This design comes from an exercise in tuning for small area, a short achievable clock period and few clock cycles on the open sky130 flow, not from production work. At most, simulation tests tie the RTL to the original design; equivalence was not proved. No functional check of the RTL was part of run 1.

<file path="flow/config.mk">
export PLATFORM = sky130hd
export DESIGN_NAME = math24_async
export DESIGN_NICKNAME = math24_async
export VERILOG_FILES = /design/flow/design.v
export SDC_FILE = /design/flow/constraint.sdc
export NUM_CORES = 4
export LEC_CHECK = 0
export CAP_MARGIN = 40
export CORE_MARGIN = 2
export CORE_UTILIZATION = 45
export SLEW_MARGIN = 40
</file>
<file path="flow/constraint.sdc">
create_clock -name core_clock -period 75.0 [get_ports {iw_clk}]
set_input_delay 15.0000 -clock core_clock [delete_from_list [all_inputs] [get_ports {iw_clk}]]
set_output_delay 15.0000 -clock core_clock [all_outputs]
set_load 0.01 [all_outputs]
</file>
<file path="flow/design.v">
module math24_async(
    input  wire                iw_clk,
    input  wire                iw_rst,
    input  wire [23:0] iw_math_ctrl,
    input  wire [23:0] iw_math_opa,
    input  wire [23:0] iw_math_opb,
    input  wire [23:0] iw_math_opc,
    output wire                ow_csr_wen,
    output wire [11:0] ow_csr_waddr,
    output wire [23:0] ow_csr_wdata
);
    localparam integer K = 1;            
    localparam integer M_DIV   = 0;      
    localparam integer M_SQRT  = 1;      
    localparam integer M_MUL   = 2;      
    localparam integer M_NEGQ  = 3;      
    localparam integer M_NEGR  = 4;      
    localparam integer M_ADD   = 5;      
    localparam integer M_CMP   = 6;      
    localparam integer M_CLAMP = 7;      
    localparam integer NM      = 8;
    localparam [2:0] P_IDLE = 3'b100;
    localparam [2:0] P_CTRL = 3'b000;
    localparam [2:0] P_ST1  = 3'b001;
    localparam [2:0] P_WAIT = 3'b110;
    localparam [2:0] P_RES0 = 3'b010;
    localparam [2:0] P_RES1 = 3'b011;
    localparam [2:0] P_ST2  = 3'b101;
    reg  [2:0]  ph;
    reg         wen_r;
    reg  [23:0] W;
    reg  [23:0] R, Q, D;
    reg  [4:0]  op;
    reg         sa;
    reg  [5:0]  cnt;
    assign ow_csr_wen   = wen_r;
    assign ow_csr_waddr = {7'd0, 1'b1, 1'b0, ph[1], 1'b0, ph[0]};
    assign ow_csr_wdata = W;
    wire idle = (ph == P_IDLE);
    wire lane = (op >= 5'h11) && (op != 5'h1F);
    wire sgn  = (op == 5'h04) || (op == 5'h05) || (op == 5'h06) || (op == 5'h0A) ||
                (op == 5'h0B) || (op == 5'h0D) || (op == 5'h1B) || (op == 5'h1C) ||
                (op == 5'h1E);
    wire sub  = (op == 5'h0F) || (op == 5'h12);
    wire mx   = (op == 5'h09) || (op == 5'h0B) || (op == 5'h1A) || (op == 5'h1C);
    wire clampop = (op == 5'h0C) || (op == 5'h0D) || (op == 5'h1D) || (op == 5'h1E);
    wire sqrtop  = (op == 5'h03) || (op == 5'h17);
    reg [5:0] nsteps;
    always @* begin
        case (op)
            5'h00, 5'h01, 5'h02, 5'h04: nsteps = 6'd24;
            5'h05:                      nsteps = 6'd27;
            5'h06:                      nsteps = 6'd26;
            5'h03, 5'h14, 5'h15, 5'h16: nsteps = 6'd12;
            5'h17:                      nsteps = 6'd6;
            5'h0C, 5'h0D, 5'h1D, 5'h1E: nsteps = 6'd2;
            5'h1F:                      nsteps = 6'd0;
            default:                    nsteps = 6'd1;
        endcase
    end
    function automatic [NM+2:0] modef(input [4:0] o, input [5:0] idx);
        reg [NM-1:0] m;
        reg        mneg;
        reg [1:0]  nsel;   
        begin
            m = {NM{1'b0}}; mneg = 1'b0; nsel = 2'd0;
            case (o)
                5'h00, 5'h14: m[M_MUL] = 1'b1;
                5'h04: begin m[M_MUL] = 1'b1; mneg = (idx == 6'd23); end
                5'h01, 5'h02, 5'h15, 5'h16: m[M_DIV] = 1'b1;
                5'h03, 5'h17: m[M_SQRT] = 1'b1;
                5'h05: begin
                    if (idx == 6'd0)       begin m[M_NEGQ] = 1'b1; nsel = 2'd1; end
                    else if (idx <= 6'd24) m[M_DIV] = 1'b1;
                    else if (idx == 6'd25) begin m[M_NEGQ] = 1'b1; nsel = 2'd2; end
                    else                   m[M_NEGR] = 1'b1;
                end
                5'h06: begin
                    if (idx == 6'd0)       begin m[M_NEGQ] = 1'b1; nsel = 2'd1; end
                    else if (idx <= 6'd24) m[M_DIV] = 1'b1;
                    else                   m[M_NEGR] = 1'b1;
                end
                5'h07, 5'h18: begin m[M_NEGQ] = 1'b1; nsel = 2'd1; end
                5'h10, 5'h13: m[M_NEGQ] = 1'b1;
                5'h08, 5'h09, 5'h0A, 5'h0B,
                5'h19, 5'h1A, 5'h1B, 5'h1C: m[M_CMP] = 1'b1;
                5'h0C, 5'h0D, 5'h1D, 5'h1E: begin
                    if (idx == 6'd0) m[M_CMP] = 1'b1;
                    else             m[M_CLAMP] = 1'b1;
                end
                5'h0E, 5'h0F, 5'h11, 5'h12: m[M_ADD] = 1'b1;
                default: ;
            endcase
            modef = {mneg, nsel, m};
        end
    endfunction
    function automatic [25:0] rep26(input b);
        rep26 = {26{b}};
    endfunction
    function automatic [23:0] rep24(input b);
        rep24 = {24{b}};
    endfunction
    function automatic [13:0] radd13(input [12:0] a, input [12:0] b, input c0);
        reg [13:0] c;
        reg [12:0] s;
        integer i;
        begin
            c[0] = c0;
            for (i = 0; i < 13; i = i + 1) begin
                s[i]   = a[i] ^ b[i] ^ c[i];
                c[i+1] = (a[i] & b[i]) | (c[i] & (a[i] ^ b[i]));
            end
            radd13 = {c[13], s};
        end
    endfunction
    function automatic [71:0] step(input [23:0] r, input [23:0] q, input [23:0] d,
                                   input [NM-1:0] m, input ln, input sg, input sbt,
                                   input mxx, input mng, input [1:0] nsl, input sa_);
        reg [25:0] X, Y, XA, XB, XC, XD, YA, YB, YC;
        reg        cin, cinh, ch, dum;
        reg [13:0] sl, sh;
        reg [23:0] S, XV;
        reg        yinv, ga, gh, yel, yeh, ql, qh, ltl, lth, cl, chh, nq, xcinv;
        reg        k_hold_r, k_hold_q, k_hold_d;
        reg [23:0] rn, qn, dn;
        begin
            dum = ~ln & (m[M_DIV] | m[M_SQRT] | m[M_MUL] | m[M_NEGQ] | m[M_NEGR] |
                         m[M_ADD] | m[M_CMP] | m[M_CLAMP]);
            XA = {r[23:12], ln ? q[23] : r[11], ln ? r[11] : 1'b0, r[10:0], ln ? q[11] : q[23]};
            XB = {r[22:12], ln ? q[23:22] : r[11:10], ln ? r[10] : 1'b0,
                  r[9:0], ln ? q[11:10] : q[23:22]};
            xcinv = m[M_NEGR];
            XC = {sg & r[23], r[23:12], ln & sg & r[11], r[11:0]} ^ {{13{xcinv}}, 1'b0, {12{xcinv}}};
            XD = {sg & q[23], q[23:12], ln & sg & q[11], q[11:0]};
            X = (rep26(m[M_DIV]) & XA) | (rep26(m[M_SQRT]) & XB) |
                (rep26(m[M_MUL] | m[M_NEGR] | m[M_CLAMP]) & XC) |
                (rep26(m[M_ADD] | m[M_CMP]) & XD) | {13'd0, dum, 12'd0};
            yinv = (m[M_DIV] & ~(sg & d[23])) | (m[M_MUL] & mng) | (m[M_ADD] & sbt) | m[M_CMP];
            yeh  = m[M_DIV] | (m[M_MUL] & ((sg & d[23]) ^ mng)) | (m[M_ADD] & sbt) |
                   (m[M_CMP] & ~(sg & d[23]));
            yel  = ln & (m[M_DIV] | (m[M_ADD] & sbt) | (m[M_CMP] & ~(sg & d[11])));
            ga   = m[M_DIV] | m[M_ADD] | m[M_CMP] | (m[M_MUL] & q[0]);
            gh   = m[M_DIV] | m[M_ADD] | m[M_CMP] | (m[M_MUL] & (ln ? q[12] : q[0]));
            YA = {gh & yeh, {12{gh}} & (d[23:12] ^ {12{yinv}}),
                  ga & yel, {12{ga}} & (d[11:0] ^ {12{yinv}})};
            YB = ln ? {5'h1F, ~d[17:12], 2'b10, 5'h1F, ~d[5:0], 2'b10}
                    : {11'h7FF, ~d[11:10], 1'b0, ~d[9:0], 2'b10};
            YC = {~(sg & q[23]), ~q[23:12], ln & ~(sg & q[11]), ~q[11:0]};
            Y = (rep26(m[M_DIV] | m[M_MUL] | m[M_ADD] | m[M_CMP]) & YA) |
                (rep26(m[M_SQRT]) & YB) | (rep26(m[M_NEGQ] | m[M_CLAMP]) & YC);
            cin  = (m[M_DIV] & ~(sg & d[23])) | (m[M_MUL] & q[0] & mng) | m[M_SQRT] |
                   m[M_NEGQ] | m[M_NEGR] | (m[M_ADD] & sbt) | m[M_CMP];
            cinh = m[M_DIV] | m[M_SQRT] | m[M_NEGQ] | (m[M_ADD] & sbt) | m[M_CMP];
            sl = radd13(X[12:0], Y[12:0], cin);
            ch = ln ? cinh : sl[13];
            sh = radd13(X[25:13], Y[25:13], ch);
            S  = {sh[11:0], sl[11:0]};
            qh = sh[13];
            ql = ln ? sl[13] : sh[13];
            XV = {X[24:13], X[11:0]};
            k_hold_r = ~(m[M_DIV] | m[M_SQRT] | m[M_MUL] | m[M_NEGR]);
            rn = ({24{m[M_DIV] | m[M_SQRT]}} &
                     {qh ? S[23:12] : XV[23:12], ql ? S[11:0] : XV[11:0]}) |
                 ({24{m[M_MUL]}} & {sh[12:1], ln ? sl[12] : sh[0], sl[11:1]}) |
                 ({24{m[M_NEGR]}} & (sa_ ? S : r)) |
                 ({24{k_hold_r}} & r);
            nq  = m[M_NEGQ];
            cl  = (nsl == 2'd0) | ((nsl == 2'd1) & (ln ? q[11] : q[23])) | ((nsl == 2'd2) & (sa_ ^ d[23]));
            chh = (nsl == 2'd0) | ((nsl == 2'd1) & q[23]) | ((nsl == 2'd2) & (sa_ ^ d[23]));
            k_hold_q = ~(m[M_DIV] | m[M_SQRT] | m[M_MUL] | m[M_NEGQ] | m[M_ADD]);
            qn = ({24{m[M_DIV]}} & {q[22:12], ln ? qh : q[11], q[10:0], ql}) |
                 ({24{m[M_SQRT]}} & {q[21:12], ln ? 2'b00 : q[11:10], q[9:0], 2'b00}) |
                 ({24{m[M_MUL]}} & {ln ? sh[0] : sl[0], q[23:13], ln ? sl[0] : q[12], q[11:1]}) |
                 ({24{nq}} & {chh ? S[23:12] : q[23:12], cl ? S[11:0] : q[11:0]}) |
                 ({24{m[M_ADD]}} & S) |
                 ({24{k_hold_q}} & q);
            ltl = ln ? sl[12] : sh[12];
            lth = sh[12];
            k_hold_d = ~(m[M_SQRT] | m[M_CMP] | m[M_CLAMP]);
            dn = ({24{m[M_SQRT]}} & {d[22:12], ln ? qh : d[11], d[10:0], ql}) |
                 ({24{m[M_CMP]}} & {((lth ^ mxx) ? q[23:12] : d[23:12]),
                                    ((ltl ^ mxx) ? q[11:0] : d[11:0])}) |
                 ({24{m[M_CLAMP]}} & {(~lth ? r[23:12] : d[23:12]), (~ltl ? r[11:0] : d[11:0])}) |
                 ({24{k_hold_d}} & d);
            step = {rn, qn, dn};
        end
    endfunction
    wire first = (cnt == 6'd0);
    wire [23:0] R0 = R & {24{~(first & ~clampop)}};
    wire [23:0] D0 = D & {24{~(first & sqrtop)}};
    reg  [23:0] cr [0:K];
    reg  [23:0] cq [0:K];
    reg  [23:0] cd [0:K];
    reg  [NM+2:0] md;
    reg  [71:0] so;
    integer j;
    always @* begin
        cr[0] = R0; cq[0] = Q; cd[0] = D0;
        for (j = 0; j < K; j = j + 1) begin
            md = ((cnt + j) < nsteps) ? modef(op, cnt + j) : {(NM+3){1'b0}};
            so = step(cr[j], cq[j], cd[j], md[NM-1:0], lane, sgn, sub, mx, md[NM+2],
                      md[NM+1:NM], sa);
            cr[j+1] = so[71:48]; cq[j+1] = so[47:24]; cd[j+1] = so[23:0];
        end
    end
    wire [23:0] Rn = cr[K];
    wire [23:0] Qn = cq[K];
    wire [23:0] Dn = cd[K];
    wire dzl  = (D[11:0] == 12'd0);
    wire dzh  = (D[23:12] == 12'd0);
    wire div24 = (op == 5'h01) || (op == 5'h02) || (op == 5'h05) || (op == 5'h06);
    wire div12 = (op == 5'h15) || (op == 5'h16);
    wire div0  = (div24 & dzl & dzh) | (div12 & (dzl | dzh));
    wire mzl   = (div24 & dzl & dzh) | (div12 & dzl);
    wire mzh   = (div24 & dzl & dzh) | (div12 & dzh);
    wire src0_q = (op == 5'h00) || (op == 5'h01) || (op == 5'h04) || (op == 5'h05) ||
                  (op == 5'h07) || (op == 5'h0E) || (op == 5'h0F) || (op == 5'h10) ||
                  (op == 5'h11) || (op == 5'h12) || (op == 5'h13) || (op == 5'h14) ||
                  (op == 5'h15) || (op == 5'h18);
    wire src0_r = (op == 5'h02) || (op == 5'h06) || (op == 5'h16);
    wire src0_d = (op == 5'h03) || ((op >= 5'h08) && (op <= 5'h0D)) || (op == 5'h17) ||
                  ((op >= 5'h19) && (op <= 5'h1E));
    wire src1_r = (op == 5'h00) || (op == 5'h04) || (op == 5'h01) || (op == 5'h05) ||
                  (op == 5'h15);
    wire s0ql = src0_q & ~mzl, s0qh = src0_q & ~mzh;
    wire s0rl = src0_r & ~mzl, s0rh = src0_r & ~mzh;
    wire s1l  = src1_r & ~mzl, s1h  = src1_r & ~mzh;
    wire [23:0] res0 = ({{12{s0qh}}, {12{s0ql}}} & Qn) | ({{12{s0rh}}, {12{s0rl}}} & Rn) |
                       ({24{src0_d}} & Dn);
    wire [23:0] res1 = {{12{s1h}}, {12{s1l}}} & R;
    wire done = (cnt + K) >= nsteps;
    always @(posedge iw_clk or posedge iw_rst) begin
        if (iw_rst) begin
            ph    <= P_IDLE;
            wen_r <= 1'b0;
        end else begin
            case (ph)
                P_IDLE: if (iw_math_ctrl[0]) begin ph <= P_CTRL; wen_r <= 1'b1; end
                P_CTRL: ph <= P_ST1;
                P_ST1, P_WAIT: begin
                    if (done) begin ph <= P_RES0; wen_r <= 1'b1; end
                    else      begin ph <= P_WAIT; wen_r <= 1'b0; end
                end
                P_RES0: ph <= P_RES1;
                P_RES1: ph <= P_ST2;
                default: begin ph <= P_IDLE; wen_r <= 1'b0; end
            endcase
        end
    end
    always @(posedge iw_clk) begin
        if (idle) begin
            Q   <= iw_math_opa;
            D   <= iw_math_opb;
            R   <= iw_math_opc;
            op  <= iw_math_ctrl[5:1];
            sa  <= iw_math_opa[23];
            cnt <= 6'd0;
            W   <= {iw_math_ctrl[23:1], 1'b0};
        end else begin
            R <= Rn; Q <= Qn; D <= Dn;
            cnt <= cnt + K;
            case (ph)
                P_CTRL:        W <= div0 ? 24'h5 : 24'h2;
                P_ST1, P_WAIT: W <= res0;
                P_RES0:        W <= res1;
                default:       W <= div0 ? 24'h5 : 24'h1;
            endcase
        end
    end
endmodule
</file>
<file path="flow/run.sh">
#!/bin/bash
# synth_recipe.tcl (not shown) runs the flow's synth.tcl, then flattens the netlist and writes it again
# the make line also repeats each setting of config.mk as NAME=value (left out here)
make -C /OpenROAD-flow-scripts/flow DESIGN_CONFIG=/design/flow/config.mk WORK_HOME=/design/flow/orfs CLKGATE_MAP_FILE= SYNTH_SCRIPT=/design/flow/synth_recipe.tcl finish
</file>
==> results.py, run 1 <==
metrics = {
    "run_status": {
        "outcome": "complete, no violations",
    },
    "timing": {
        "slew_violations": 0,
        "clock_skew_ns": 0.0154,
        "maxSlewHeadroom": 0.392,
        "fin_tns_setup_ns": 0,
        "fmaxAchievable_ghz": 0.0577,
        "setup_viol": 0,
        "timing.final.crit_share": 0.231,
        "max_slew.worst_pin.slew_ns": 0.902,
        "grt_setup_unrepaired": "no",
        "hold_viol": 0,
        "hold-worst-slack_ns": 0.498,
        "finalCriticalPeriod_ns": 17.33,
    },
    "final_layout": {
        "fin_util": 0.542,
        "diodes": 0,
        "fill_cells": 2282,
        "areaGrowthSynthToFinish_pct": 18.4,
        "layout_common_cells": "137 x nor2_1, 124 x clkdlybuf4s50_1, 107 x dfxtp_1, 104 x nand2_1, 104 x a21oi_1",
        "drive_gt1_frac": 0.0942,
        "fin_nets": 1570,
        "layout_commonest_cell": "nor2_1",
    },
    "min_path": {
        "hold_path_depth": 2,
        "worstHoldEndpoint": "wen_r",
        "hp-class": "reg -> reg",
        "hp-start": "wen_r",
    },
    "yosys": {
        "yosys_most_used_dff": "dfxtp_1",
        "yosysTopAreaCell": "dfxtp_1",
        "synth_top_area_share": 0.200,
        "yosys_warnings": 4,
        "syn_area_um2": 10700,
        "syn_inst": 1376,
        "ys_top_cells_by_area": "dfxtp_1 20%, nor2_1 4.9%, a21oi_1 4.9%",
        "synth_edf_count": 6,
        "synth_cell_types": 102,
        "synth-seq-area-share": 0.226,
        "async_flop_share": 0.0342,
        "ys_ff_latch": 117,
        "avgSynthCellArea_um2": 7.79,
    },
    "clocking": {
        "tritoncts": "built",
        "htree_levels": 4,
        "cts_made_buffers": 17,
        "cts_setup_buffers": 0,
        "clk_path_buf_depth": 2,
        "clkSlewWorstSetupHoldPaths_ns": 0.06,
        "clk_latency_ns": 0.44,
        "clockRootBuffer": "clkbuf_16",
        "ctsHoldBuffers": 0,
        "cts_resized": 0,
        "cts.sinks": 117,
    },
    "setup_path": {
        "cpPeakStageDelay_ns": 0.52,
        "arrival_ns": 17.65,
        "r2r_end": "W[2]",
        "crit_path_top_delay_cell": "dfxtp_1",
        "cp-end-kind": "flop",
        "cp.required_ns": 75.32,
        "start_kind": "flop",
        "cp_max_fo": 25,
        "r2r_start": "cnt[3]",
        "worstRegToRegCells": 45,
        "r2r_slack_ns": 57.67,
        "cp_common_cell": "fa_1",
        "crit_type": "reg -> reg",
    },
    "global_route": {
        "grt_pass1_vias": 11500,
        "grt_pass1_wl_um": 71100,
        "grt_max_degree": 88,
        "antenna_found_initial": 0,
        "overflow": 0,
        "grt_util_all_layers": 0.380,
    },
    "floorplan": {
        "die_area_um2": 25100,
        "start_util": 0.458,
        "fp.dieH_um": 158,
        "coreArea_um2": 23400,
        "rows": 56,
        "ios": 135,
        "die_x_um": 158,
    },
    "routing": {
        "wl_per_cell_um": 27.2,
        "vias_per_cell": 6.98,
        "final_antenna_net_count": 0,
        "route.detailed.drc": 0,
        "dr.pass1.iters": 13,
        "drt_iter0_markers": 1897,
        "num_vias": 12300,
        "wl_um": 48000,
    },
    "place": {
        "io_buffer_count": 124,
        "dp_hpwl_um": 33800,
        "place_congestion": 0.995,
    },
    "flow_run": {
        "maxCapViolations": 0,
    },
}
-- cell usage after synthesis, types with 12 or more instances --
| library cell | instances |
|---|---|
| mux2i_1 | 24 |
| fa_1 | 26 |
| o221ai_1 | 35 |
| nand3_1 | 42 |
| nor2b_1 | 13 |
| xnor2_1 | 26 |
| clkbuf_1 | 71 |
| nor4_1 | 18 |
| inv_1 | 38 |
| a31oi_1 | 29 |
| a211oi_1 | 19 |
| a221oi_1 | 22 |
| mux2_2 | 12 |
| a21oi_1 | 104 |
| buf_2 | 25 |
| nor3_1 | 29 |
| o22ai_1 | 19 |
| and2_1 | 27 |
| o21a_1 | 15 |
| a22oi_1 | 18 |
| nand2b_1 | 13 |
| o211ai_1 | 13 |
| nor2_1 | 140 |
| nand2_1 | 105 |
| a222oi_1 | 40 |
| a211o_1 | 15 |
| buf_4 | 20 |
| dfxtp_1 | 107 |
| o21ai_1 | 13 |
| ha_1 | 16 |
| o21ai_0 | 72 |
-- metrics by stage --
stage | instance area, µm² | std cells | setup WS (ns)
4_1_cts | 12600 | 1759 | 57.79
3_5_place_dp | 12000 | 1727 | 57.82
2_1_floorplan | 10700 | 1384 | 59.20
6_report | 12700 | 1762 | 57.67
3_3_place_gp | 12000 | 1725 | 57.86
5_1_grt | 12700 | 1762 | 56.97
-- layout make-up --
type / count / area (µm²) / share of cell area
inverters: 39 / 146 / 0.0115
flip-flops and latches: 117 / 2420 / 0.191
well taps: 319 / 399 / 0.0314
multi-input cells: 1095 / 7590 / 0.598
clock inverters: 12 / 141 / 0.0111
clock buffers: 20 / 468 / 0.0369
repair buffers: 160 / 1530 / 0.120
-- registers in the layout, indices dropped and copies added (netlist names) --
signal,count
R,24
W,24
sa,1
cnt,6
D,24
wen_r,1
Q,24
op,5
ph,3
nsteps,5
-- cells by family after synthesis --
group	after synthesis	synth area share
AO/OA/AOI/OAI	529	0.364
AND/OR/NAND/NOR	438	0.198
buffers and inverters	172	0.0747
flip-flops	117	0.226
adder cells (fa/ha/maj)	42	0.0672
multiplexers	40	0.0392
XOR/XNOR	36	0.0301
other	2	0.000701
-- critical path, delay by kind of cell (launching register included) --
family / cells / cell delay (ns)
AND/OR/NAND/NOR: 4 / 1.29
multiplexers: 1 / 0.41
flip-flops: 1 / 0.52
buffers and inverters: 4 / 0.84
AO/OA/AOI/OAI: 9 / 2.01
adder cells (fa/ha/maj): 27 / 12.10
-- worst max path at each step --
stage	slack (ns)	end	from
5_1_grt	56.97	W[2]	cnt[3]
6_report	57.67	W[2]	cnt[3]
4_1_cts	57.79	W[2]	cnt[3]
2_1_floorplan	59.20	nsteps[0]	iw_math_ctrl[3]
3_3_place_gp	57.86	W[2]	cnt[3]
3_5_place_dp	57.82	W[2]	cnt[3]
-- metal layers --
layer  track usage  up-vias  wire [µm]  share of wire
li1              -     5352          -              -
met1         0.515     5792      19500           0.41
met2         0.543      979      19600           0.41
met3         0.115      177       6180           0.13
met4         0.196        0       2620          0.055
met5             0        -          0              0
==> run 2: changes to the inputs <==
--- a/flow/design.v
+++ b/flow/design.v
@@ -11,3 +11,2 @@
 );
-    localparam integer K = 1;            
     localparam integer M_DIV   = 0;      
@@ -29,2 +28,3 @@
     reg  [2:0]  ph;
+    reg  [1:0]  wa;
     reg         wen_r;
@@ -36,3 +36,3 @@
     assign ow_csr_wen   = wen_r;
-    assign ow_csr_waddr = {7'd0, 1'b1, 1'b0, ph[1], 1'b0, ph[0]};
+    assign ow_csr_waddr = {7'd0, 1'b1, 1'b0, wa[1], 1'b0, wa[0]};
     assign ow_csr_wdata = W;
@@ -117,3 +117,4 @@
                                    input [NM-1:0] m, input ln, input sg, input sbt,
-                                   input mxx, input mng, input [1:0] nsl, input sa_);
+                                   input mxx, input mng, input [1:0] nsl, input sa_,
+                                   input [23:0] dx);
         reg [25:0] X, Y, XA, XB, XC, XD, YA, YB, YC;
@@ -143,4 +144,3 @@
             gh   = m[M_DIV] | m[M_ADD] | m[M_CMP] | (m[M_MUL] & (ln ? q[12] : q[0]));
-            YA = {gh & yeh, {12{gh}} & (d[23:12] ^ {12{yinv}}),
-                  ga & yel, {12{ga}} & (d[11:0] ^ {12{yinv}})};
+            YA = {gh & yeh, {12{gh}} & dx[23:12], ga & yel, {12{ga}} & dx[11:0]};
             YB = ln ? {5'h1F, ~d[17:12], 2'b10, 5'h1F, ~d[5:0], 2'b10}
@@ -187,23 +187,40 @@
     endfunction
-    wire first = (cnt == 6'd0);
+    reg  [NM+2:0] md_r;                  
+    wire first = (ph == P_CTRL);
     wire [23:0] R0 = R & {24{~(first & ~clampop)}};
     wire [23:0] D0 = D & {24{~(first & sqrtop)}};
-    reg  [23:0] cr [0:K];
-    reg  [23:0] cq [0:K];
-    reg  [23:0] cd [0:K];
-    reg  [NM+2:0] md;
-    reg  [71:0] so;
-    integer j;
+    wire        yinv = (md_r[M_DIV] & ~(sgn & D0[23])) | (md_r[M_MUL] & md_r[NM+2]) |
+                       (md_r[M_ADD] & sub) | md_r[M_CMP];
+    wire [23:0] dx = D0 ^ {24{yinv}};
+    wire [71:0] so = step(R0, Q, D0, md_r[NM-1:0], lane, sgn, sub, mx, md_r[NM+2],
+                          md_r[NM+1:NM], sa, dx);
+    function automatic rcarry24(input [23:0] a, input [23:0] b, input c0);
+        reg c;
+        integer i;
+        begin
+            c = c0;
+            for (i = 0; i < 24; i = i + 1)
+                c = (a[i] & b[i]) | (c & (a[i] ^ b[i]));
+            rcarry24 = c;
+        end
+    endfunction
+    wire [23:0] t8  = {R0[15:0], Q[23:16]};
+    wire        ge8 = rcarry24(t8, dx, yinv);
+    wire        skok = (cnt <= (sgn ? 6'd17 : 6'd16));
+    wire        skip = md_r[M_DIV] & ~lane & skok & (R0[23:16] == 8'd0) & ~ge8;
+    wire [23:0] Rn = skip ? t8 : so[71:48];
+    wire [23:0] Qn = skip ? {Q[15:0], 8'd0} : so[47:24];
+    wire [23:0] Dn = so[23:0];
+    wire [5:0]  cnt_1 = cnt + 6'd1;
+    wire [NM+2:0] md_1 = (cnt_1 < nsteps) ? modef(op, cnt_1) : {(NM+3){1'b0}};
+    wire        skend = sgn ? (cnt == 6'd17) : (cnt == 6'd16);
+    reg  [NM+2:0] md_s;
     always @* begin
-        cr[0] = R0; cq[0] = Q; cd[0] = D0;
-        for (j = 0; j < K; j = j + 1) begin
-            md = ((cnt + j) < nsteps) ? modef(op, cnt + j) : {(NM+3){1'b0}};
-            so = step(cr[j], cq[j], cd[j], md[NM-1:0], lane, sgn, sub, mx, md[NM+2],
-                      md[NM+1:NM], sa);
-            cr[j+1] = so[71:48]; cq[j+1] = so[47:24]; cd[j+1] = so[23:0];
-        end
-    end
-    wire [23:0] Rn = cr[K];
-    wire [23:0] Qn = cq[K];
-    wire [23:0] Dn = cd[K];
+        md_s = {(NM+3){1'b0}};
+        if (!skend)              md_s[M_DIV] = 1'b1;
+        else if (op == 5'h05)    begin md_s[M_NEGQ] = 1'b1; md_s[NM+1:NM] = 2'd2; end
+        else if (op == 5'h06)    md_s[M_NEGR] = 1'b1;
+    end
+    wire [5:0]  cnt_n = skip ? cnt + 6'd8 : cnt_1;
+    wire [NM+2:0] md_n = skip ? md_s : md_1;
     wire dzl  = (D[11:0] == 12'd0);
@@ -230,3 +247,19 @@
     wire [23:0] res1 = {{12{s1h}}, {12{s1l}}} & R;
-    wire done = (cnt + K) >= nsteps;
+    wire done = skip ? (skend & ~sgn) : (cnt_1 >= nsteps);
+    reg  [2:0] ph_n;
+    reg        wen_n;
+    always @* begin
+        ph_n = ph; wen_n = wen_r;
+        case (ph)
+            P_IDLE: if (iw_math_ctrl[0]) begin ph_n = P_CTRL; wen_n = 1'b1; end
+            P_CTRL: ph_n = P_ST1;
+            P_ST1, P_WAIT: begin
+                if (done) begin ph_n = P_RES0; wen_n = 1'b1; end
+                else      begin ph_n = P_WAIT; wen_n = 1'b0; end
+            end
+            P_RES0: ph_n = P_RES1;
+            P_RES1: ph_n = P_ST2;
+            default: begin ph_n = P_IDLE; wen_n = 1'b0; end
+        endcase
+    end
     always @(posedge iw_clk or posedge iw_rst) begin
@@ -236,15 +269,7 @@
         end else begin
-            case (ph)
-                P_IDLE: if (iw_math_ctrl[0]) begin ph <= P_CTRL; wen_r <= 1'b1; end
-                P_CTRL: ph <= P_ST1;
-                P_ST1, P_WAIT: begin
-                    if (done) begin ph <= P_RES0; wen_r <= 1'b1; end
-                    else      begin ph <= P_WAIT; wen_r <= 1'b0; end
-                end
-                P_RES0: ph <= P_RES1;
-                P_RES1: ph <= P_ST2;
-                default: begin ph <= P_IDLE; wen_r <= 1'b0; end
-            endcase
-        end
-    end
+            ph    <= ph_n;
+            wen_r <= wen_n;
+        end
+    end
+    always @(posedge iw_clk) wa <= ph_n[1:0];
     always @(posedge iw_clk) begin
@@ -257,2 +282,3 @@
             cnt <= 6'd0;
+            md_r <= modef(iw_math_ctrl[5:1], 6'd0);
             W   <= {iw_math_ctrl[23:1], 1'b0};
@@ -260,3 +286,4 @@
             R <= Rn; Q <= Qn; D <= Dn;
-            cnt <= cnt + K;
+            cnt <= cnt_n;
+            md_r <= md_n;
             case (ph)
==> flow/flow/run.sh (new file) <==
#!/bin/bash
# Standard layout, with plain buf_1 cells as the port buffers instead of the
# delay buffers buffer_ports picks by default.
set -e
export BUFFER_PORTS_ARGS="-buffer_cell sky130_fd_sc_hd__buf_1"
cp standard.sh standard.sh.txt 2>/dev/null || true
bash standard.sh > standard.log 2>&1
==> flow/standard.sh (new file) <==
#!/bin/bash
# synth_recipe.tcl (not shown) runs the flow's synth.tcl, then flattens the netlist and writes it again
# the make line also repeats each setting of config.mk as NAME=value (left out here)
make -C /OpenROAD-flow-scripts/flow DESIGN_CONFIG=/design/flow/config.mk WORK_HOME=/design/flow/orfs CLKGATE_MAP_FILE= SYNTH_SCRIPT=/design/flow/synth_recipe.tcl "${@:-finish}"
removed: flow/run.sh
==> run 2 against run 1 <==
Effect of this change: global-route usage up 4.0 points; die area up 15%; non-clock buffer count up 10; still clean on timing, DRC and antenna; critical path type unchanged; synthesized cell count up 22%.
==> results.py, run 2 <==
metrics = {
    "floorplan": {
        "start_util": 0.458,
        "ios": 135,
        "fp.dieH_um": 170,
        "die_area_um2": 28800,
        "coreArea_um2": 27000,
        "rows": 60,
        "die_x_um": 170,
    },
    "timing": {
        "setup_viol": 0,
        "timing.final.crit_share": 0.227,
        "fmaxAchievable_ghz": 0.0587,
        "max_slew.worst_pin.slew_ns": 0.876,
        "clock_skew_ns": 0.0177,
        "maxSlewHeadroom": 0.416,
        "grt_setup_unrepaired": "no",
        "worst_slack_ns": 57.95,
        "finalCriticalPeriod_ns": 17.05,
        "hold_viol": 0,
        "slew_violations": 0,
        "fin_tns_setup_ns": 0,
    },
    "place": {
        "io_buffer_count": 124,
        "dp_hpwl_um": 44700,
        "pre_cts_ws_ns": 58.28,
        "place_congestion": 1.07,
        "placed_cell_area_um2": 12900,
        "dp_cells": 2012,
    },
    "setup_path": {
        "cp_num_buf_inv": 4,
        "cp-end-kind": "flop",
        "cp_max_fo": 26,
        "r2r_slack_ns": 57.95,
        "start_kind": "flop",
        "crit_type": "reg -> reg",
        "crit_path_top_delay_cell": "or4b_2",
        "crit_start": "op[3]",
        "cp_common_cell": "fa_1",
        "crit_family": "adder cells",
        "cp.required_ns": 75.37,
        "cpPeakStageDelay_ns": 0.73,
        "worstRegToRegCells": 43,
        "crit_cells": 43,
        "crit_end": "W[2]",
        "r2r_end": "W[2]",
        "arrival_ns": 17.42,
        "r2r_start": "op[3]",
    },
    "run_status": {
        "outcome": "complete, no violations",
    },
    "yosys": {
        "avgSynthCellArea_um2": 7.34,
        "yosys_warnings": 1,
        "async_flop_share": 0.0308,
        "ys_top_cells_by_area": "dfxtp_1 19%, nand2_1 6.5%, o21ai_0 6.1%",
        "yosys_most_used_dff": "dfxtp_1",
        "synth_edf_count": 6,
        "syn_inst": 1681,
        "yosysMostFrequentCell": "nand2_1",
        "synth_top_area_share": 0.195,
        "yosysTopAreaCell": "dfxtp_1",
        "netlist_top_cells_count": "214 x nand2_1, 150 x o21ai_0, 144 x clkbuf_1",
        "synth_cell_types": 76,
        "syn_area_um2": 12300,
        "synth-seq-area-share": 0.218,
        "ys_ff_latch": 130,
    },
    "flow_run": {
        "maxCapViolations": 0,
    },
    "global_route": {
        "grt_util_all_layers": 0.420,
        "grt_pass1_vias": 13400,
        "overflow": 0,
        "grt_pass1_wl_um": 88900,
        "grt_max_degree": 70,
        "antenna_found_initial": 1,
    },
    "clocking": {
        "clockRootBuffer": "clkbuf_16",
        "cts_made_buffers": 17,
        "htree_levels": 4,
        "clk_latency_ns": 0.46,
        "cts_resized": 0,
        "tritoncts": "built",
        "ctsHoldBuffers": 0,
        "clkSlewWorstSetupHoldPaths_ns": 0.06,
        "clk_path_buf_depth": 2,
        "cts_setup_buffers": 0,
        "cts.sinks": 130,
    },
    "min_path": {
        "hp-class": "reg -> reg",
    },
    "routing": {
        "final_antenna_net_count": 0,
        "route.detailed.drc": 0,
        "wl_per_cell_um": 30.2,
        "drt_iter0_markers": 2545,
        "num_vias": 14700,
        "vias_per_cell": 7.17,
        "dr.pass1.iters": 9,
        "wl_um": 61800,
    },
    "final_layout": {
        "diodes": 0,
        "fill_cells": 2739,
        "drive_gt1_frac": 0.0756,
        "layout_commonest_cell": "nand2_1",
        "fin_util": 0.500,
        "fin_nets": 1853,
        "areaGrowthSynthToFinish_pct": 9.25,
        "multi_input_area_um2": 8750,
        "regArea_um2": 2690,
        "instances_no_fill": 2047,
        "layout_common_cells": "212 x nand2_1, 149 x o21ai_0, 134 x nor2_1, 124 x buf_1, 118 x dfxtp_1",
        "final_area_um2": 13500,
    },
}
-- run 2: routing by layer --
metal	part of all wire	track usage	up-vias
met2	0.42	0.623	1146
met3	0.14	0.135	221
met4	0.047	0.176	4
li1	-	-	6288
met1	0.40	0.561	7028
met5	0.00044	0	-
-- run 2: final cells by class --
class	count	share of cell area
clock buffer	20	0.0340
inverter	62	0.0175
clock inverter	12	0.00882
timing repair buffer	170	0.0596
multi-input combinational	1312	0.649
sequential	130	0.199
tap	341	0.0317
-- run 2: cell families after synthesis --
family	share of synthesized area
fa+ha+maj	0.0795
flops	0.218
mux	0.0526
compound gates	0.344
buf+inv	0.0799
other cells	0.000609
simple gates	0.196
xor+xnor	0.0298
-- run 2: tightest hold or removal path: stages, from the launching register on --
cell	delay, ns
dfxtp_1	0.37
nand2_1	0.09
a21oi_1	0.06
-- run 2: metrics by stage --
stage	hold WS [ns]
6_report	0.568
5_1_grt	0.619
4_1_cts	0.562
3_5_place_dp	0.553
3_3_place_gp	0.545
2_1_floorplan	0.482
-- run 2: how the worst min path moves through the flow --
stage | endpoint | start | cells past startpoint | slack (ns)
detailed placement | cnt[1] | cnt[1] | 2 | 0.55
global route | cnt[1] | cnt[1] | 2 | 0.62
finish | cnt[1] | cnt[1] | 2 | 0.57
floorplan | W[11] | R[11] | 2 | 0.48
global placement | cnt[1] | cnt[1] | 2 | 0.54
CTS | cnt[1] | cnt[1] | 2 | 0.56
Testbench counts of run 2, summed over its fixed seeds: cycles 237,492.
==> run 3: changes to the inputs <==
==> flow/run.sh (new file) <==
#!/bin/bash
# synth_recipe.tcl (not shown) runs the flow's synth.tcl, then flattens the netlist and writes it again
# the make line also repeats each setting of config.mk as NAME=value (left out here)
make -C /OpenROAD-flow-scripts/flow DESIGN_CONFIG=/design/flow/config.mk WORK_HOME=/design/flow/orfs CLKGATE_MAP_FILE= SYNTH_SCRIPT=/design/flow/synth_recipe.tcl finish
removed: flow/flow/run.sh
removed: flow/standard.sh
==> run 3 against run 2 <==
Effect of this change: still clean; die area unchanged; via count grew 0.39%; worst hold slack got worse by 0.015 ns; utilization is 3.0 points higher; clock skew down 0.0057 ns; global-route usage down 0.067 points; first-iteration DRC count up 7.0%; critical endpoint is now W[1].
==> results.py, run 3 <==
metrics = {
    "routing": {
        "final_antenna_net_count": 0,
        "met1_length_um": 23200,
        "dr.pass1.iters": 9,
        "drt_iter0_markers": 2724,
        "vias_per_cell": 7.19,
        "num_vias": 14700,
        "route.detailed.drc": 0,
        "routed-wl-met2_um": 25400,
        "wl_um": 61300,
        "highest_layer": "met5",
        "wl_met3_um": 9560,
        "wl_per_cell_um": 29.9,
    },
    "yosys": {
        "yosysMostFrequentCell": "nand2_1",
        "synth_edf_count": 6,
        "ys_ff_latch": 130,
        "synth_top_area_share": 0.195,
        "synth_cell_types": 76,
        "syn_area_um2": 12300,
        "avgSynthCellArea_um2": 7.34,
        "netlist_top_cells_count": "214 x nand2_1, 150 x o21ai_0, 144 x clkbuf_1",
        "ys_top_cells_by_area": "dfxtp_1 19%, nand2_1 6.5%, o21ai_0 6.1%",
        "synth-seq-area-share": 0.218,
        "yosysTopAreaCell": "dfxtp_1",
        "syn_inst": 1681,
        "async_flop_share": 0.0308,
        "yosys_most_used_dff": "dfxtp_1",
        "yosys_warnings": 1,
    },
    "timing": {
        "grt_setup_unrepaired": "no",
        "setup_viol": 0,
        "maxSlewHeadroom": 0.340,
        "clock_skew_ns": 0.0120,
        "max_slew.worst_pin.slew_ns": 0.981,
        "slew_violations": 0,
        "finalCriticalPeriod_ns": 17.00,
        "timing.final.crit_share": 0.227,
        "hold_viol": 0,
        "fmaxAchievable_ghz": 0.0588,
        "fin_tns_setup_ns": 0,
        "worst_slack_ns": 58.00,
    },
    "place": {
        "place_congestion": 1.04,
        "dp_hpwl_um": 44200,
        "io_buffer_count": 124,
        "pre_cts_ws_ns": 58.16,
    },
    "clocking": {
        "clockRootBuffer": "clkbuf_16",
        "tritoncts": "built",
        "clkSlewWorstSetupHoldPaths_ns": 0.07,
        "ctsHoldBuffers": 0,
        "cts.sinks": 130,
        "cts_setup_buffers": 0,
        "htree_levels": 4,
        "cts_made_buffers": 17,
        "clk_path_buf_depth": 2,
        "clk_latency_ns": 0.45,
        "cts_resized": 0,
    },
    "floorplan": {
        "coreArea_um2": 27000,
        "start_util": 0.458,
        "ios": 135,
        "fp.dieH_um": 170,
        "die_x_um": 170,
        "die_area_um2": 28800,
        "rows": 60,
    },
    "global_route": {
        "overflow": 0,
        "antenna_found_initial": 3,
        "grt_pass1_vias": 13700,
        "grt_max_degree": 80,
        "grt_pass1_wl_um": 89100,
        "grt_util_all_layers": 0.419,
    },
    "setup_path": {
        "cp_max_fo": 26,
        "crit_path_top_delay_cell": "or4b_2",
        "crit_family": "adder cells",
        "cp.required_ns": 75.36,
        "cp-end-kind": "flop",
        "crit_type": "reg -> reg",
        "start_kind": "flop",
        "cp_common_cell": "fa_1",
        "arrival_ns": 17.36,
        "cp_num_buf_inv": 4,
        "cpPeakStageDelay_ns": 0.74,
    },
    "flow_run": {
        "maxCapViolations": 0,
    },
    "final_layout": {
        "layout_common_cells": "212 x nand2_1, 149 x o21ai_0, 135 x nor2_1, 124 x clkdlybuf4s50_1, 117 x dfxtp_1",
        "areaGrowthSynthToFinish_pct": 15.8,
        "layout_commonest_cell": "nand2_1",
        "fin_nets": 1857,
        "drive_gt1_frac": 0.0772,
    },
    "run_status": {
        "outcome": "complete, no violations",
    },
    "min_path": {
        "hp-class": "reg -> reg",
    },
}
[run 3: per-stage QoR]
stage	utilization	instances	instance area, µm²	hold slack, ns
floorplan	-	1689	12400	0.482
global placement	0.507	2015	13700	0.537
detailed placement	0.508	2016	13700	0.542
CTS	0.530	2048	14300	0.551
global route	0.530	2051	14300	0.592
finish	0.530	2052	14300	0.553
[run 3: routing by layer]
layer	track usage	up-vias
met5	0	-
met4	0.202	2
met3	0.160	237
met2	0.608	1237
met1	0.545	6962
li1	-	6307
[run 3: final cells by class]
cell class | instances | area (µm²)
Inverter | 62 | 235
Sequential cell | 130 | 2690
Antenna cell | 1 | 2.50
Timing Repair Buffer | 174 | 1610
Multi-Input combinational cell | 1312 | 8740
Fill cell | 2678 | 12700
Clock buffer | 19 | 454
Clock inverter | 13 | 139
Tap cell | 341 | 427
[run 3: path summary, 6_finish.rpt]
kind / start / endpoint / slack (ns) / cells after the start
min in group asynchronous: iw_rst / wen_r / 14.73 / 2
max in group asynchronous: iw_rst / ph[2] / 60.05 / 2
worst min register to register: cnt[1] / cnt[1] / 0.55 / 2
worst min-delay path: cnt[1] / cnt[1] / 0.55 / 2
worst max register to register: op[3] / W[1] / 58.00 / 43
worst max-delay path: op[3] / W[1] / 58.00 / 43
[run 3: cell families (layout without fill, tap and decap cells)]
logic type	count (synthesis)	after routing	synth area share
muxes	62	62	0.0526
AOI/OAI and AO/OA	602	602	0.344
other	2	11	0.000609
adders and majority gates	63	63	0.0795
DFF	130	130	0.218
buffers and inverters	247	268	0.0799
xor gates and xnor gates	42	42	0.0298
and+or+nand+nor	533	533	0.196
[run 3: worst reg2reg max path: cells and delay by family (launching register included)]
family / cells / cell delay [ns]
simple gates: 2 / 0.94
fa+ha+maj: 26 / 11.89
xor+xnor: 1 / 0.24
buf+inv: 4 / 0.61
compound gates: 9 / 2.39
mux: 1 / 0.14
flops: 1 / 0.69
==> run 4: changes to the inputs <==
--- a/flow/design.v
+++ b/flow/design.v
@@ -39,10 +39,19 @@
     wire idle = (ph == P_IDLE);
-    wire lane = (op >= 5'h11) && (op != 5'h1F);
-    wire sgn  = (op == 5'h04) || (op == 5'h05) || (op == 5'h06) || (op == 5'h0A) ||
-                (op == 5'h0B) || (op == 5'h0D) || (op == 5'h1B) || (op == 5'h1C) ||
-                (op == 5'h1E);
-    wire sub  = (op == 5'h0F) || (op == 5'h12);
-    wire mx   = (op == 5'h09) || (op == 5'h0B) || (op == 5'h1A) || (op == 5'h1C);
-    wire clampop = (op == 5'h0C) || (op == 5'h0D) || (op == 5'h1D) || (op == 5'h1E);
-    wire sqrtop  = (op == 5'h03) || (op == 5'h17);
+    function automatic [5:0] opflags(input [4:0] o);
+        opflags = {(o >= 5'h11) && (o != 5'h1F),
+                   (o == 5'h04) || (o == 5'h05) || (o == 5'h06) || (o == 5'h0A) ||
+                   (o == 5'h0B) || (o == 5'h0D) || (o == 5'h1B) || (o == 5'h1C) ||
+                   (o == 5'h1E),
+                   (o == 5'h0F) || (o == 5'h12),
+                   (o == 5'h09) || (o == 5'h0B) || (o == 5'h1A) || (o == 5'h1C),
+                   (o == 5'h0C) || (o == 5'h0D) || (o == 5'h1D) || (o == 5'h1E),
+                   (o == 5'h03) || (o == 5'h17)};
+    endfunction
+    reg  [5:0] fl;
+    wire lane    = fl[5];
+    wire sgn     = fl[4];
+    wire sub     = fl[3];
+    wire mx      = fl[2];
+    wire clampop = fl[1];
+    wire sqrtop  = fl[0];
     reg [5:0] nsteps;
@@ -280,2 +289,3 @@
             op  <= iw_math_ctrl[5:1];
+            fl  <= opflags(iw_math_ctrl[5:1]);
             sa  <= iw_math_opa[23];
==> flow/flow/run.sh (new file) <==
#!/bin/bash
# Standard layout, with plain buf_1 cells as the port buffers instead of the
# delay buffers buffer_ports picks by default.
set -e
export BUFFER_PORTS_ARGS="-buffer_cell sky130_fd_sc_hd__buf_1"
bash standard.sh > standard.log 2>&1
==> flow/standard.sh (new file) <==
#!/bin/bash
# synth_recipe.tcl (not shown) runs the flow's synth.tcl, then flattens the netlist and writes it again
# the make line also repeats each setting of config.mk as NAME=value (left out here)
make -C /OpenROAD-flow-scripts/flow DESIGN_CONFIG=/design/flow/config.mk WORK_HOME=/design/flow/orfs CLKGATE_MAP_FILE= SYNTH_SCRIPT=/design/flow/synth_recipe.tcl "${@:-finish}"
--- a/flow/config.mk
+++ b/flow/config.mk
@@ -9,3 +9,3 @@
 export CORE_MARGIN = 2
-export CORE_UTILIZATION = 45
+export CORE_UTILIZATION = 65
 export SLEW_MARGIN = 40
removed: flow/run.sh
==> run 4 against run 3 <==
Effect of this change: flip-flop and latch count increased by 6; clock skew increased by 0.0059 ns; first-iteration DRC count increased by 17%; setup slack improved by 0.58 ns; still clean on timing, DRC and antenna; utilization increased by 18 points; sequential share of layout area increased by 2.1 points; count of clock-buffer cells in the layout decreased by 2; via count increased by 0.24%; fmax increased by 3.6%; critical path depth increased by 2.
==> results.py, run 4 <==
metrics = {
    "clocking": {
        "clk_latency_ns": 0.46,
        "cts_made_buffers": 17,
        "cts_resized": 0,
        "ctsHoldBuffers": 0,
        "cts.sinks": 136,
        "tritoncts": "built",
        "htree_levels": 4,
        "clk_path_buf_depth": 2,
        "clkSlewWorstSetupHoldPaths_ns": 0.07,
        "cts_setup_buffers": 0,
        "clockRootBuffer": "clkbuf_16",
    },
    "yosys": {
        "ys_ff_latch": 136,
        "yosys_most_used_dff": "dfxtp_1",
        "async_flop_share": 0.0294,
        "syn_inst": 1718,
        "synth_top_area_share": 0.189,
        "ys_top_cells_by_area": "dfxtp_1 19%, nand2_1 7.5%, o21ai_0 6.2%",
        "synth-seq-area-share": 0.226,
        "synth_edf_count": 12,
        "yosys_warnings": 1,
        "synth_cell_types": 90,
        "avgSynthCellArea_um2": 7.39,
        "netlist_top_cells_count": "254 x nand2_1, 158 x o21ai_0, 151 x nor2_1",
        "yosysMostFrequentCell": "nand2_1",
        "syn_area_um2": 12700,
        "yosysTopAreaCell": "dfxtp_1",
    },
    "routing": {
        "drt_iter0_markers": 3178,
        "final_antenna_net_count": 0,
        "wl_um": 53100,
        "dr.pass1.iters": 17,
        "vias_per_cell": 7.36,
        "wl_per_cell_um": 26.4,
        "num_vias": 14800,
        "route.detailed.drc": 0,
    },
    "global_route": {
        "grt_pass1_vias": 13400,
        "use_met3": 0.220,
        "grt_util_all_layers": 0.504,
        "grt_busiest_layer": "met2",
        "grt_max_degree": 83,
        "antenna_found_initial": 2,
        "grt_pass1_wl_um": 78400,
        "grtUsageMet2": 0.692,
        "overflow": 0,
        "grtUsageMet1": 0.650,
    },
    "setup_path": {
        "cp.required_ns": 75.31,
        "crit_family": "adder cells",
        "cp_max_fo": 27,
        "cp-end-kind": "flop",
        "cp_common_cell": "fa_1",
        "arrival_ns": 16.72,
        "cpPeakStageDelay_ns": 0.65,
        "start_kind": "flop",
        "cp_num_buf_inv": 4,
        "crit_type": "reg -> reg",
        "crit_path_top_delay_cell": "fa_2",
    },
    "timing": {
        "finalCriticalPeriod_ns": 16.41,
        "fin_tns_setup_ns": 0,
        "maxSlewHeadroom": 0.421,
        "fmaxAchievable_ghz": 0.0609,
        "timing.final.crit_share": 0.219,
        "setup_viol": 0,
        "grt_setup_unrepaired": "no",
        "slew_violations": 0,
        "hold-worst-slack_ns": 0.520,
        "hold_viol": 0,
        "clock_skew_ns": 0.0179,
        "max_slew.worst_pin.slew_ns": 0.868,
    },
    "final_layout": {
        "regArea_um2": 2870,
        "layout_commonest_cell": "nand2_1",
        "drive_gt1_frac": 0.0711,
        "areaGrowthSynthToFinish_pct": 8.18,
        "fill_cells": 1642,
        "multi_input_area_um2": 8940,
        "fin_nets": 1890,
        "instances_no_fill": 2008,
        "diodes": 0,
        "layout_common_cells": "253 x nand2_1, 158 x o21ai_0, 150 x nor2_1, 124 x buf_1, 118 x dfxtp_1",
    },
    "place": {
        "io_buffer_count": 124,
        "dp_cells": 1973,
        "dp_hpwl_um": 37200,
        "place_congestion": 1.04,
    },
    "floorplan": {
        "fp.dieH_um": 144,
        "coreArea_um2": 19300,
        "ios": 135,
        "die_x_um": 144,
        "die_area_um2": 20700,
        "rows": 51,
        "start_util": 0.656,
    },
    "run_status": {
        "outcome": "complete, no violations",
    },
    "flow_run": {
        "maxCapViolations": 0,
    },
    "min_path": {
        "hp-class": "reg -> reg",
    },
}
run 4: kinds of logic after synthesis:
kind of cell               count (synthesis)  synth area share
AOI/OAI and AO/OA                        570             0.316
DFF                                      136             0.226
buffers and inverters                    234            0.0780
and+or+nand+nor                          593             0.211
other                                      2          0.000592
adders and majority gates                 64            0.0781
xor gates and xnor gates                  61            0.0421
muxes                                     58            0.0480
run 4: layout make-up:
cell class,count,share of cell area
Sequential cell,136,0.209
Multi-Input combinational cell,1356,0.651
Clock inverter,15,0.0141
Inverter,59,0.0163
Tap cell,265,0.0241
Timing Repair Buffer,160,0.0542
Clock buffer,17,0.0310
run 4: worst reg2reg max path: cells and delay by family (launching register included):
kind	cells	cell delay, ns
AO/OA/AOI/OAI	7	1.45
buffers and inverters	4	0.66
AND/OR/NAND/NOR	5	1.21
multiplexers	1	0.62
adder cells (fa/ha/maj)	26	11.39
flip-flops	1	0.57
XOR/XNOR	2	0.38
run 4: per-stage QoR:
step	setup WS, ns	util	cell area (µm²)
4_1_cts	58.82	0.709	13700
3_3_place_gp	58.59	0.673	13000
5_1_grt	58.08	0.710	13700
3_5_place_dp	58.57	0.677	13100
2_1_floorplan	58.86	-	12700
6_report	58.59	0.710	13700
run 4: path summary, 6_finish.rpt:
check | startpoint | to | slack [ns] | cells past startpoint
worst max-delay path | ph[1] | W[10] | 58.59 | 45
worst min-delay path | R[14] | W[14] | 0.52 | 2
worst max register to register | ph[1] | W[10] | 58.59 | 45
worst min register to register | R[14] | W[14] | 0.52 | 2
max in group asynchronous | iw_rst | ph[2] | 60.37 | 2
min in group asynchronous | iw_rst | ph[0] | 14.40 | 2
run 4: routing by layer:
layer	routed length, µm	up-vias
met5	0	-
met4	3710	0
met3	9320	310
met2	20800	1404
met1	19200	6718
li1	-	6349
Testbench counts of run 4, summed over its fixed seeds: cycles 237,492.
==> run 5: changes to the inputs <==
--- a/flow/design.v
+++ b/flow/design.v
@@ -69,3 +69,3 @@
     end
-    function automatic [NM+2:0] modef(input [4:0] o, input [5:0] idx);
+    function automatic [NM+2:0] modef(input [4:0] o, input f0, input e23, input e25, input g24);
         reg [NM-1:0] m;
@@ -77,3 +77,3 @@
                 5'h00, 5'h14: m[M_MUL] = 1'b1;
-                5'h04: begin m[M_MUL] = 1'b1; mneg = (idx == 6'd23); end
+                5'h04: begin m[M_MUL] = 1'b1; mneg = e23; end
                 5'h01, 5'h02, 5'h15, 5'h16: m[M_DIV] = 1'b1;
@@ -81,11 +81,11 @@
                 5'h05: begin
-                    if (idx == 6'd0)       begin m[M_NEGQ] = 1'b1; nsel = 2'd1; end
-                    else if (idx <= 6'd24) m[M_DIV] = 1'b1;
-                    else if (idx == 6'd25) begin m[M_NEGQ] = 1'b1; nsel = 2'd2; end
-                    else                   m[M_NEGR] = 1'b1;
+                    if (f0)       begin m[M_NEGQ] = 1'b1; nsel = 2'd1; end
+                    else if (!g24) m[M_DIV] = 1'b1;
+                    else if (e25) begin m[M_NEGQ] = 1'b1; nsel = 2'd2; end
+                    else          m[M_NEGR] = 1'b1;
                 end
                 5'h06: begin
-                    if (idx == 6'd0)       begin m[M_NEGQ] = 1'b1; nsel = 2'd1; end
-                    else if (idx <= 6'd24) m[M_DIV] = 1'b1;
-                    else                   m[M_NEGR] = 1'b1;
+                    if (f0)       begin m[M_NEGQ] = 1'b1; nsel = 2'd1; end
+                    else if (!g24) m[M_DIV] = 1'b1;
+                    else          m[M_NEGR] = 1'b1;
                 end
@@ -96,4 +96,4 @@
                 5'h0C, 5'h0D, 5'h1D, 5'h1E: begin
-                    if (idx == 6'd0) m[M_CMP] = 1'b1;
-                    else             m[M_CLAMP] = 1'b1;
+                    if (f0) m[M_CMP] = 1'b1;
+                    else    m[M_CLAMP] = 1'b1;
                 end
@@ -196,3 +196,5 @@
     endfunction
-    reg  [NM+2:0] md_r;                  
+    reg         act;                     
+    reg         e23, e25, g24;           
+    wire [NM+2:0] md_r = act ? modef(op, ph == P_CTRL, e23, e25, g24) : {(NM+3){1'b0}};
     wire first = (ph == P_CTRL);
@@ -223,13 +225,4 @@
     wire [5:0]  cnt_1 = cnt + 6'd1;
-    wire [NM+2:0] md_1 = (cnt_1 < nsteps) ? modef(op, cnt_1) : {(NM+3){1'b0}};
     wire        skend = sgn ? (cnt == 6'd17) : (cnt == 6'd16);
-    reg  [NM+2:0] md_s;
-    always @* begin
-        md_s = {(NM+3){1'b0}};
-        if (!skend)              md_s[M_DIV] = 1'b1;
-        else if (op == 5'h05)    begin md_s[M_NEGQ] = 1'b1; md_s[NM+1:NM] = 2'd2; end
-        else if (op == 5'h06)    md_s[M_NEGR] = 1'b1;
-    end
     wire [5:0]  cnt_n = skip ? cnt + 6'd8 : cnt_1;
-    wire [NM+2:0] md_n = skip ? md_s : md_1;
     wire dzl  = (D[11:0] == 12'd0);
@@ -292,3 +285,4 @@
             cnt <= 6'd0;
-            md_r <= modef(iw_math_ctrl[5:1], 6'd0);
+            act <= (iw_math_ctrl[5:1] != 5'h1F);
+            e23 <= 1'b0; e25 <= 1'b0; g24 <= 1'b0;
             W   <= {iw_math_ctrl[23:1], 1'b0};
@@ -297,3 +291,4 @@
             cnt <= cnt_n;
-            md_r <= md_n;
+            act <= (cnt_n < nsteps);
+            e23 <= (cnt_n == 6'd23); e25 <= (cnt_n == 6'd25); g24 <= (cnt_n > 6'd24);
             case (ph)
==> run 5 against run 4 <==
Effect of this change: area after synthesis fell by 6.8%; fmax fell by 4.8%; critical path depth rose by 1; clock skew rose by 0.0014 ns; synthesized cell count fell by 9.0%; worst hold slack got worse by 0.0045 ns.
==> results.py, run 5 <==
metrics = {
    "routing": {
        "wl_um": 54100,
        "route.detailed.drc": 0,
        "drt_iter0_markers": 2940,
        "wl_per_cell_um": 29.4,
        "final_antenna_net_count": 0,
        "vias_per_cell": 7.86,
        "dr.pass1.iters": 14,
        "num_vias": 14500,
    },
    "timing": {
        "slew_violations": 0,
        "timing.final.crit_share": 0.230,
        "clock_skew_ns": 0.0194,
        "hold-worst-slack_ns": 0.516,
        "setup_viol": 0,
        "max_slew.worst_pin.slew_ns": 1.04,
        "maxSlewHeadroom": 0.301,
        "fin_tns_setup_ns": 0,
        "finalCriticalPeriod_ns": 17.25,
        "grt_setup_unrepaired": "no",
        "fmaxAchievable_ghz": 0.0580,
        "hold_viol": 0,
    },
    "floorplan": {
        "die_x_um": 139,
        "fp.dieH_um": 139,
        "die_area_um2": 19300,
        "rows": 49,
        "ios": 135,
        "coreArea_um2": 17900,
        "start_util": 0.661,
    },
    "setup_path": {
        "cp_common_cell": "fa_1",
        "cp_max_fo": 15,
        "crit_type": "reg -> reg",
        "r2r_slack_ns": 57.75,
        "cp-end-kind": "flop",
        "cpPeakStageDelay_ns": 0.69,
        "cp.required_ns": 75.30,
        "r2r_start": "op[4]",
        "start_kind": "flop",
        "worstRegToRegCells": 46,
        "crit_start": "op[4]",
        "crit_path_top_delay_cell": "nand3_1",
        "arrival_ns": 17.54,
        "r2r_end": "W[6]",
    },
    "clocking": {
        "ctsHoldBuffers": 0,
        "clk_path_buf_depth": 2,
        "clkSlewWorstSetupHoldPaths_ns": 0.07,
        "clockRootBuffer": "clkbuf_16",
        "tritoncts": "built",
        "cts_resized": 0,
        "cts_made_buffers": 17,
        "cts_setup_buffers": 0,
        "cts.sinks": 129,
        "clk_latency_ns": 0.46,
        "htree_levels": 4,
    },
    "min_path": {
        "worstHoldEndpoint": "W[7]",
        "hp-class": "reg -> reg",
        "hold_path_depth": 2,
        "hp-start": "R[7]",
    },
    "global_route": {
        "grt_max_degree": 90,
        "overflow": 0,
        "grt_pass1_wl_um": 80900,
        "grt_pass1_vias": 13500,
        "antenna_found_initial": 1,
        "grt_util_all_layers": 0.549,
    },
    "yosys": {
        "netlist_top_cells_count": "199 x nand2_1, 167 x nor2_1, 119 x o21ai_0",
        "ys_top_cells_by_area": "dfxtp_1 19%, nand2_1 6.3%, nor2_1 5.3%",
        "synth-seq-area-share": 0.230,
        "yosysTopAreaCell": "dfxtp_1",
        "synth_edf_count": 12,
        "yosys_most_used_dff": "dfxtp_1",
        "syn_inst": 1563,
        "synth_cell_types": 92,
        "ys_ff_latch": 129,
        "yosys_warnings": 1,
        "async_flop_share": 0.0310,
        "yosysMostFrequentCell": "nand2_1",
        "syn_area_um2": 11800,
        "avgSynthCellArea_um2": 7.57,
        "synth_top_area_share": 0.191,
    },
    "flow_run": {
        "maxCapViolations": 0,
    },
    "run_status": {
        "outcome": "complete, no violations",
    },
    "final_layout": {
        "diodes": 0,
        "multi_input_area_um2": 8340,
        "layout_commonest_cell": "nand2_1",
        "fin_nets": 1761,
        "areaGrowthSynthToFinish_pct": 8.64,
        "regArea_um2": 2720,
        "instances_no_fill": 1841,
        "fill_cells": 1543,
        "final_area_um2": 12900,
        "drive_gt1_frac": 0.0763,
        "layout_common_cells": "198 x nand2_1, 164 x nor2_1, 124 x buf_1, 117 x o21ai_0, 113 x dfxtp_1",
    },
    "place": {
        "dp_hpwl_um": 36500,
        "placed_cell_area_um2": 12200,
        "io_buffer_count": 124,
        "dp_cells": 1805,
        "place_congestion": 1.04,
    },
}
==> run 5: cell count changes after synthesis, sizes merged, moves of 13 or more <==
cell    previous run  this run
a21oi             66        88
a221oi            62        34
a222oi            30        47
a22oi             30        10
clkbuf           120       100
mux2i             44        29
nand2            256       199
nand3             64        46
nor2             151       168
o211ai            30        53
o21ai            166       126
o221ai            10        24
o22ai             17        30
==> run 5: how the worst max path moves through the flow <==
stage | endpoint | slack, ns | cells past startpoint
after floorplan | nsteps[2] | 58.91 | 7
after global placement | W[3] | 58.48 | 47
after detailed placement | W[3] | 58.33 | 46
after CTS | W[3] | 58.21 | 46
after global routing | D[6] | 57.24 | 46
final | W[6] | 57.75 | 46
==> run 5: cell families after synthesis <==
group / after synthesis / synth area share
AND/OR/NAND/NOR: 511 / 0.193
XOR/XNOR: 60 / 0.0444
AO/OA/AOI/OAI: 554 / 0.339
flip-flops: 129 / 0.230
other: 2 / 0.000635
multiplexers: 40 / 0.0353
adder cells (fa/ha/maj): 64 / 0.0842
buffers and inverters: 203 / 0.0731
==> run 5: metrics by stage <==
stage	worst slack [ns]	utilization
floorplan	58.91	-
global placement	58.48	0.682
detailed placement	58.33	0.683
CTS	58.21	0.715
global route	57.24	0.718
finish	57.75	0.718
==> run 5: cell type report <==
type,instances,share of cell area
tap,229,0.0223
inverter,52,0.0154
clock inverter,15,0.0111
multi-input combinational,1239,0.649
clock buffer,17,0.0331
timing repair buffer,160,0.0572
sequential,129,0.212
==> run 5: critical path: cells and delay by family, from the launching register on <==
| kind | cells | cell delay, ns |
|---|---|---|
| AND/OR/NAND/NOR | 5 | 2.24 |
| XOR/XNOR | 2 | 0.40 |
| multiplexers | 1 | 0.29 |
| flip-flops | 1 | 0.62 |
| adder cells (fa/ha/maj) | 26 | 11.06 |
| AO/OA/AOI/OAI | 6 | 1.64 |
| buffers and inverters | 6 | 0.83 |
==> run 5: per-layer routing <==
metal | global-route usage | up-vias | wire (µm)
met3 | 0.255 | 516 | 8890
met2 | 0.772 | 1443 | 21600
met5 | 0.0351 | - | 24
met4 | 0.454 | 2 | 6010
met1 | 0.631 | 6540 | 17600
li1 | - | 5970 | -
Testbench counts of run 5, summed over its fixed seeds: cycles 237,492.

[port drivers added, routing unchanged]
No port has a modelled driver above. Below, the same layouts with a new extraction and two added sets of constraints.
Step 1, drivers: a clkbuf_16 drives iw_clk and a buf_2 each remaining input, both assumed.
Step 2 moves the port delays by t, midway between the first and last clock arrival at a register: inputs arrive t later, outputs are due t later. That takes back most of the time a late clock gives input paths.
Slacks: ideal / step 1 / step 2; pairs: ideal / step 1.
run | t, ns | slack for setup (ns) | clock arrival spread, ns
run 1 | 0.487 | 57.671 / 57.671 / 57.671 | 0.015 / 0.016
run 2 | 0.503 | 57.951 / 57.951 / 57.951 | 0.017 / 0.018
run 3 | 0.500 | 58.004 / 58.004 / 58.004 | 0.012 / 0.012
run 4 | 0.498 | 58.588 / 58.588 / 58.514 | 0.018 / 0.018
run 5 | 0.504 | 57.754 / 57.754 / 57.754 | 0.019 / 0.019
After both steps setup and hold are still met in every run listed. The setup slack of run 4, which loses most, moves by 0.000 ns with the drivers and by -0.074 ns with both steps.
